This design comes from an exercise in tuning for small area on the open sky130 flow, not from production work.
Only simulation tests tie the RTL to the original design; equivalence was not proved.
No activity file was given, so power comes from the tool's default toggle rates.

[flow/flow/run.sh]
#!/bin/bash
# Standard ORFS layout, except that:
#  - the combinational logic of the standard synthesis netlist is re-mapped by
#    ABC for area (several scripts, the smallest result is kept); registers are
#    left as the standard synthesis made them;
#  - ports are buffered with the smallest buffer;
#  - clock tree synthesis uses no dummy loads.
set -euo pipefail
W=$PWD
R=$W/orfs/results/$FLOW_PLATFORM/game/base
LIB=$FLOW_HOME/platforms/$FLOW_PLATFORM/lib/sky130_fd_sc_hd__tt_025C_1v80.lib

# 1. standard synthesis (netlist only)
bash standard.sh $R/1_2_yosys.v > $W/1_standard_synth.log 2>&1
cp $R/1_2_yosys.v $W/standard_1_2_yosys.v

# 2. area re-mapping of the combinational logic; same don't-use cells as ORFS
DONT_USE=$(grep -o -- '-dont_use [A-Za-z0-9_]*' $W/orfs/logs/$FLOW_PLATFORM/game/base/1_2_yosys.log | sort -u | tr '\n' ' ')
best=""; best_area=""
for s in $W/flow/abc*.abc; do
  n=$(basename $s .abc)
  REOPT_LIB=$LIB REOPT_IN=$W/standard_1_2_yosys.v REOPT_OUT=$W/reopt_$n.v \
  REOPT_SCRIPT=$s REOPT_DONT_USE="$DONT_USE" FLOW_TOP=$FLOW_TOP \
    yosys -c $W/flow/reopt.tcl > $W/2_reopt_$n.log 2>&1 || continue
  a=$(grep "Chip area" $W/2_reopt_$n.log | tail -1 | awk '{print $NF}')
  echo "$n $a" >> $W/2_reopt_areas.txt
  if [[ -z "$best" ]] || awk "BEGIN{exit !($a < $best_area)}"; then best=$n; best_area=$a; fi
done
echo "best $best $best_area" >> $W/2_reopt_areas.txt
cp $W/reopt_$best.v $R/1_2_yosys.v

# 3. the rest of the standard flow
export BUFFER_PORTS_ARGS="-buffer_cell sky130_fd_sc_hd__buf_1"
export CTS_ARGS="-sink_clustering_enable -repair_clock_nets -dont_use_dummy_load"
bash standard.sh > $W/3_standard_layout.log 2>&1
[flow/flow/abc01.abc]
strash
dch -f
amap
[flow/flow/abc02.abc]
strash
dch
amap
[flow/flow/abc03.abc]
strash
dch -f
map -a
[flow/flow/abc04.abc]
strash
amap
[flow/flow/abc05.abc]
strash
dc2
dch -f
amap
[flow/flow/abc06.abc]
strash
dc2
dch
amap
[flow/flow/abc07.abc]
strash
dc2
dch -f
map -a
[flow/flow/abc08.abc]
strash
dc2
amap
[flow/flow/abc09.abc]
strash
dc2
dc2
dch -f
amap
[flow/flow/abc10.abc]
strash
dc2
dc2
dch
amap
[flow/flow/abc11.abc]
strash
dc2
dc2
dch -f
map -a
[flow/flow/abc12.abc]
strash
dc2
dc2
amap
[flow/flow/abc13.abc]
strash
balance
rewrite
refactor
balance
rewrite
rewrite -z
balance
refactor -z
rewrite -z
balance
dch -f
amap
[flow/flow/abc14.abc]
strash
balance
rewrite
refactor
balance
rewrite
rewrite -z
balance
refactor -z
rewrite -z
balance
dch
amap
[flow/flow/abc15.abc]
strash
balance
rewrite
refactor
balance
rewrite
rewrite -z
balance
refactor -z
rewrite -z
balance
dch -f
map -a
[flow/flow/abc16.abc]
strash
balance
rewrite
refactor
balance
rewrite
rewrite -z
balance
refactor -z
rewrite -z
balance
amap
[flow/flow/abc17.abc]
strash
balance
rewrite
refactor
balance
rewrite
rewrite -z
balance
refactor -z
rewrite -z
balance
dc2
dch -f
amap
[flow/flow/abc18.abc]
strash
balance
rewrite
refactor
balance
rewrite
rewrite -z
balance
refactor -z
rewrite -z
balance
dc2
dch
amap
[flow/flow/abc19.abc]
strash
balance
rewrite
refactor
balance
rewrite
rewrite -z
balance
refactor -z
rewrite -z
balance
dc2
dch -f
map -a
[flow/flow/abc20.abc]
strash
balance
rewrite
refactor
balance
rewrite
rewrite -z
balance
refactor -z
rewrite -z
balance
dc2
amap
[flow/flow/abc21.abc]
strash
&get -n
&syn2
&put
dch -f
amap
[flow/flow/abc22.abc]
strash
&get -n
&syn2
&put
dch
amap
[flow/flow/abc23.abc]
strash
&get -n
&syn2
&put
dch -f
map -a
[flow/flow/abc24.abc]
strash
&get -n
&syn2
&put
amap
[flow/flow/reopt.tcl]
# Re-map the combinational logic of the standard synthesis netlist for area.
# Registers (and their instance names and cell types) are left untouched.
set lib $::env(REOPT_LIB)
yosys read_liberty -ignore_miss_func $lib
yosys read_verilog $::env(REOPT_IN)
yosys hierarchy -top $::env(FLOW_TOP)
yosys setattr -mod -set keep_hierarchy 1 sky130_fd_sc_hd__*df*
yosys setattr -mod -set keep_hierarchy 1 sky130_fd_sc_hd__conb*
yosys flatten
yosys setattr -mod -set blackbox 1 sky130_fd_sc_hd__*
yosys opt_clean
yosys abc -liberty $lib {*}$::env(REOPT_DONT_USE) -script $::env(REOPT_SCRIPT)
yosys opt_clean -purge
yosys rename -hide w:*.*
yosys opt_clean -purge
yosys stat -liberty $lib
yosys write_verilog -noattr -noexpr -nohex -nodec -selected $::env(REOPT_OUT)
[flow/standard.sh]
#!/bin/bash
# synth_recipe.tcl (not shown) runs the flow's synth.tcl, then flattens the netlist and writes it again
# the make line also repeats each setting of config.mk as NAME=value (left out here)
make -C /OpenROAD-flow-scripts/flow DESIGN_CONFIG=/design/flow/config.mk WORK_HOME=/design/flow/orfs CLKGATE_MAP_FILE= SYNTH_SCRIPT=/design/flow/synth_recipe.tcl "${@:-finish}"
[flow/config.mk]
export PLATFORM = sky130hd
export DESIGN_NAME = game
export DESIGN_NICKNAME = game
export VERILOG_FILES = /design/flow/design.v
export SDC_FILE = /design/flow/constraint.sdc
export NUM_CORES = 4
export LEC_CHECK = 0
export CAP_MARGIN = 20
export CORE_MARGIN = 2
export CORE_UTILIZATION = 40
export SLEW_MARGIN = 20
[flow/constraint.sdc]
create_clock -name core_clock -period 10.0 [get_ports {CLK}]
set_input_delay 2.0000 -clock core_clock [delete_from_list [all_inputs] [get_ports {CLK}]]
set_output_delay 2.0000 -clock core_clock [all_outputs]
set_load 0.01 [all_outputs]
[flow/design.v]
module game (
    input CLK,
    input RST,
    output LED_R0,
    output LED_R1,
    output LED_R2,
    output LED_R3,
    output LED_R4,
    output LED_R5,
    output LED_R6,
    output LED_R7,
    output LED_C0,
    output LED_C1,
    output LED_C2,
    output LED_C3,
    input BTN_1,
    input BTN_2,
    input BTN_RST
    );
    reg        RUN, VIS;
    reg [2:0]  BASKET;       
    reg [3:0]  SH1, SH2, SHR;    
    reg        IN1, IN2, INR;    
    wire running = RUN & VIS;
    wire blank   = RUN & ~VIS;
    reg [2:0]  UP;
    reg [9:0]  LOW;
    wire low0    = (LOW[8:0] == 9'd0);
    wire low_end = low0 & LOW[9];
    wire tick    = low0 & ~LOW[9] & (UP == 3'd0);
    wire [1:0] row = UP[1:0];
    reg [5:0]  NUM;          
    reg [1:0]  EROW;         
    localparam [63:0] XTAB0 = 64'h1db3de7f6f656919;
    localparam [63:0] XTAB1 = 64'h936a3140d8d7dd95;
    localparam [63:0] XTAB2 = 64'h5adf29e0b4bc335f;
    wire [2:0] EGG_X = {XTAB2[NUM], XTAB1[NUM], XTAB0[NUM]};
    wire press1 = SH1[3] & ~SH1[2];      
    wire press2 = SH2[3] & ~SH2[2];      
    wire start  = SHR[3] & ~SHR[2] & ~RUN;
    wire caught = |((8'd1 << EGG_X) & (8'd3 << BASKET));
    wire lost   = running & tick & (EROW == 2'd3) & ~caught;
    always @(posedge CLK) begin
        IN1 <= BTN_1;
        IN2 <= BTN_2;
        INR <= BTN_RST;
        if (RST) begin
            RUN <= 1'b1;
            VIS <= 1'b0;
            UP <= 3'd7;
            LOW <= 10'h200;
            SH1[2:0] <= 3'h7;
            SH2[2:0] <= 3'h7;
            SHR[2:0] <= 3'h7;
        end else begin
            LOW <= {LOW[8:0], LOW[9] ^ LOW[6] ^ low0};
            UP <= UP + {2'd0, low_end};
            RUN <= (running & ~lost) | start;
            VIS <= running | start;
            if (running) begin
                SH1 <= {SH1[2:0], IN1};
                SH2 <= {SH2[2:0], IN2};
            end
            if (~RUN)
                SHR <= {SHR[2:0], INR};
        end
        if (start) begin
            BASKET <= 3'd3;
            NUM <= 6'd0;
            EROW <= 2'd0;
        end else if (running) begin
            if (press2 & (BASKET != 3'd6))
                BASKET <= BASKET + 3'd1;
            else if (press1 & (BASKET != 3'd0))
                BASKET <= BASKET - 3'd1;
            if (tick) begin
                EROW <= EROW + 2'd1;
                if (EROW == 2'd3)
                    NUM <= NUM + 6'd1;
            end
        end
    end
    wire       egg_on  = running & (EROW != 2'd0) & (row == EROW - 2'd1);
    wire       bask_on = VIS & (row == 2'd3);
    wire       show     = egg_on | bask_on;
    wire [2:0] pos      = bask_on ? BASKET : EGG_X;
    wire [7:0] pos_row  = 8'd1 << pos;
    wire [7:0] LED_R = ~({8{show}} & (pos_row | ({8{bask_on}} & {pos_row[6:0], 1'b0})));
    wire [3:0] LED_C = blank ? 4'hF : ~(4'd1 << row);
    assign {LED_R7, LED_R6, LED_R5, LED_R4, LED_R3, LED_R2, LED_R1, LED_R0} = LED_R;
    assign {LED_C0, LED_C1, LED_C2, LED_C3} = LED_C;
endmodule
==> out/results.ini <==
[clocking]
cts_buffer_depth = 2
cts_resized = 0
clk_latency_ps = 290
root_buffer = clkbuf_8
numCtsBuffers = 5
clock_sinks = 41
postCtsHoldBufs = 0
cts_tree = built
post_cts_buffers = 0
path_clk_slew_ps = 80
htreeDepth = 2

[timing]
clock_skew_ps = 13.9
whs_ps = 423
clock.fmax_ghz = 0.195
rsz0062_at_grt = false
final_max_slew_viol_count = 0
worst_pin_slew_ps = 735
period_minus_slack_ps = 5140
setup_viol = 0
tns_ps = 0
worst_slack_ps = 4860
finalCritPeriodShare_pct = 51.4
max-slew-margin-rel_pct = 50.6
finalHoldViolations = 0

[hold_path]
hp-class = reg2reg
holdCritStartpoint = LOW[0]$_SDFF_PP0_

[global_routing]
grt_max_degree = 17
overflow = 0
first_global_vias = 1517
grt_usage_pct = 16.3
antenna_found_initial = 0
grt_pass1_wl_um = 6620

[finish]
syn2layout_area_growth_pct = 10.5
layout.nets = 270
multi_input_area_sq_um = 861
stdcell_count = 315
layout-drive-gt1-share_pct = 1.90
regArea_sq_um = 851
n_fill_cell = 443
antennaDiodeCount = 0

[critical_path]
start_kind = flop
startpoint = RUN$_SDFF_PP1_
cp-end-kind = primary output
crit_arrival_ps = 3140
critPathRequiredTime_ps = 8000
crit_type = reg2out
rr_startpoint = RUN$_SDFF_PP1_
path_max_fanout = 10

[power_and_ir_drop]
switching_share_pct = 26.8
p_sw_mw = 0.0857
p_leak_nw = 0.668
internal_power_mw = 0.234
ir_drop_v = 0.000111
power_mw = 0.320
clkPwrFrac_pct = 29.6
power_density_mw_per_mm2 = 157
power_frac_comb_pct = 14.1
p_seq_share_pct = 56.4

[yosys]
yosysWarnings = 1
synthCells = 242
syn_area_sq_mm = 0.00185
synth_area_per_cell_sq_um = 7.63
synth_fp_nets = 247

[detailed_routing]
remaining_drc_errors = 0
post_drt_via_cell_ratio = 5.26
drtPass1Iterations = 4
routedWlPerCell_um = 11.9
routed_wl_um = 3760
postRouteAntennaNets = 0
vias = 1657
drtIter0Drc = 60

[outcome]
status = finished clean

[placement]
pre_cts_slack_ps = 5220
dp_cells = 310
port_buffers = 16
gp_congestion = 0.859
dp_hpwl_um = 2820

[die]
fp-row-count = 24
start_util_pct = 41.8
die_w_um = 71.9
die_h_um = 71.9
coreArea_sq_mm = 0.00441
ios = 17
fp.dieArea_sq_mm = 0.00518

[run]
drv_cap = 0

==> worst max-delay path, cell delays in order (launching register included) <==
cell and delay (ps):
dfxtp_1 390, clkinv_1 230, nor2_1 470, clkinv_1 390, a2111oi_0 640, nor2b_1 240, o21ai_0 130, or2_0 220
buf_1 130
==> final timing paths <==
| kind | endpoint | slack, ps | cells after the start |
|---|---|---|---|
| worst min-delay path | LOW[1]$_SDFF_PP0_ | 420 | 2 |
| worst min register to register | LOW[1]$_SDFF_PP0_ | 420 | 2 |
| worst max-delay path | LED_R0 | 4860 | 8 |
| worst max register to register | NUM[5]$_SDFFE_PP0P_ | 6830 | 12 |
==> area by class of cell <==
cell class	instances	area share, %
Inverter	36	6.62
Clock buffer	5	3.37
Timing Repair Buffer	16	2.94
Multi-Input combinational cell	165	42.2
Tap cell	52	3.19
Sequential cell	41	41.7
==> state kept, by name (all words and copies together), names as in the netlist, named ones only <==
name	count
BASKET	3
EROW	2
IN1	1
IN2	1
INR	1
LOW	10
NUM	6
RUN	1
SH1	4
SH2	4
SHR	4
UP	3
==> metrics by stage <==
step | cell area [sq um] | utilization, %
floorplan | 1850 | -
global placement | 1970 | 44.7
detailed placement | 1970 | 44.7
CTS | 2040 | 46.2
global route | 2040 | 46.2
finish | 2040 | 46.2
==> power by group through the flow <==
stage	Clock, mW	Combinational, mW	Sequential (mW)
final	0.0945	0.0449	0.180
after global routing	0.105	0.0522	0.182
after global placement	0	0.0452	0.184
after detailed placement	0	0.0447	0.184
after CTS	0.0982	0.0450	0.180
after floorplan	0	0.0350	0.182
==> layer usage <==
layer  track usage (%)  part of all wire, %  wire length, um
met5                 0                    0                0
met4              6.08                  1.7               65
met3              4.58                  4.3              162
met2              24.6                   43             1610
met1              22.3                   51             1930
==> cell usage in the layout, fill, tap and decap left out <==
cell       count
buf_1         16
o221ai_1       3
o32ai_1        2
clkbuf_8       5
nor4_1         1
or3_1          7
a31o_1         1
a2111oi_0      2
o311ai_0       1
nor3_1         8
nor2_1        53
nand4b_1       1
clkinv_1      36
a221o_1        1
o22ai_1       10
o22a_1         1
a221oi_1       2
a211oi_1       7
nand4_1        1
nand2_1       18
nand3_1        2
a31oi_1        4
o32a_1         2
dfxtp_1       38
o21ai_0       16
or2_0          3
nor2b_1        8
a21oi_1       11
edfxtp_1       3

-- separate check: timing with driven ports --
In the flow no input, the clock included, has a driving cell. The finished layout below was timed again as built, in two steps.
Step 1 assumes that a clkbuf_16 drives the clock port and a buf_2 every other input.
Step 2 times the ports against the registers' clock, not the clock port: input delays grow and output delays shrink by t, the midpoint of the rising clock arrivals with the driver on.
a / b / c = no drivers / after step 1 / after step 2; a / b = the first two.
shift t [ns]: 0.309
setup slack, ns: 4.859 / 4.834 / 5.143
hold WS [ns]: 0.423 / 0.423 / 0.423
slew at the worst register clock pin (ns): 0.08 / 0.08
After both steps this run still meets setup and hold. For this run, drivers alone change the setup slack by -0.025 ns; drivers and shift together by +0.284 ns.
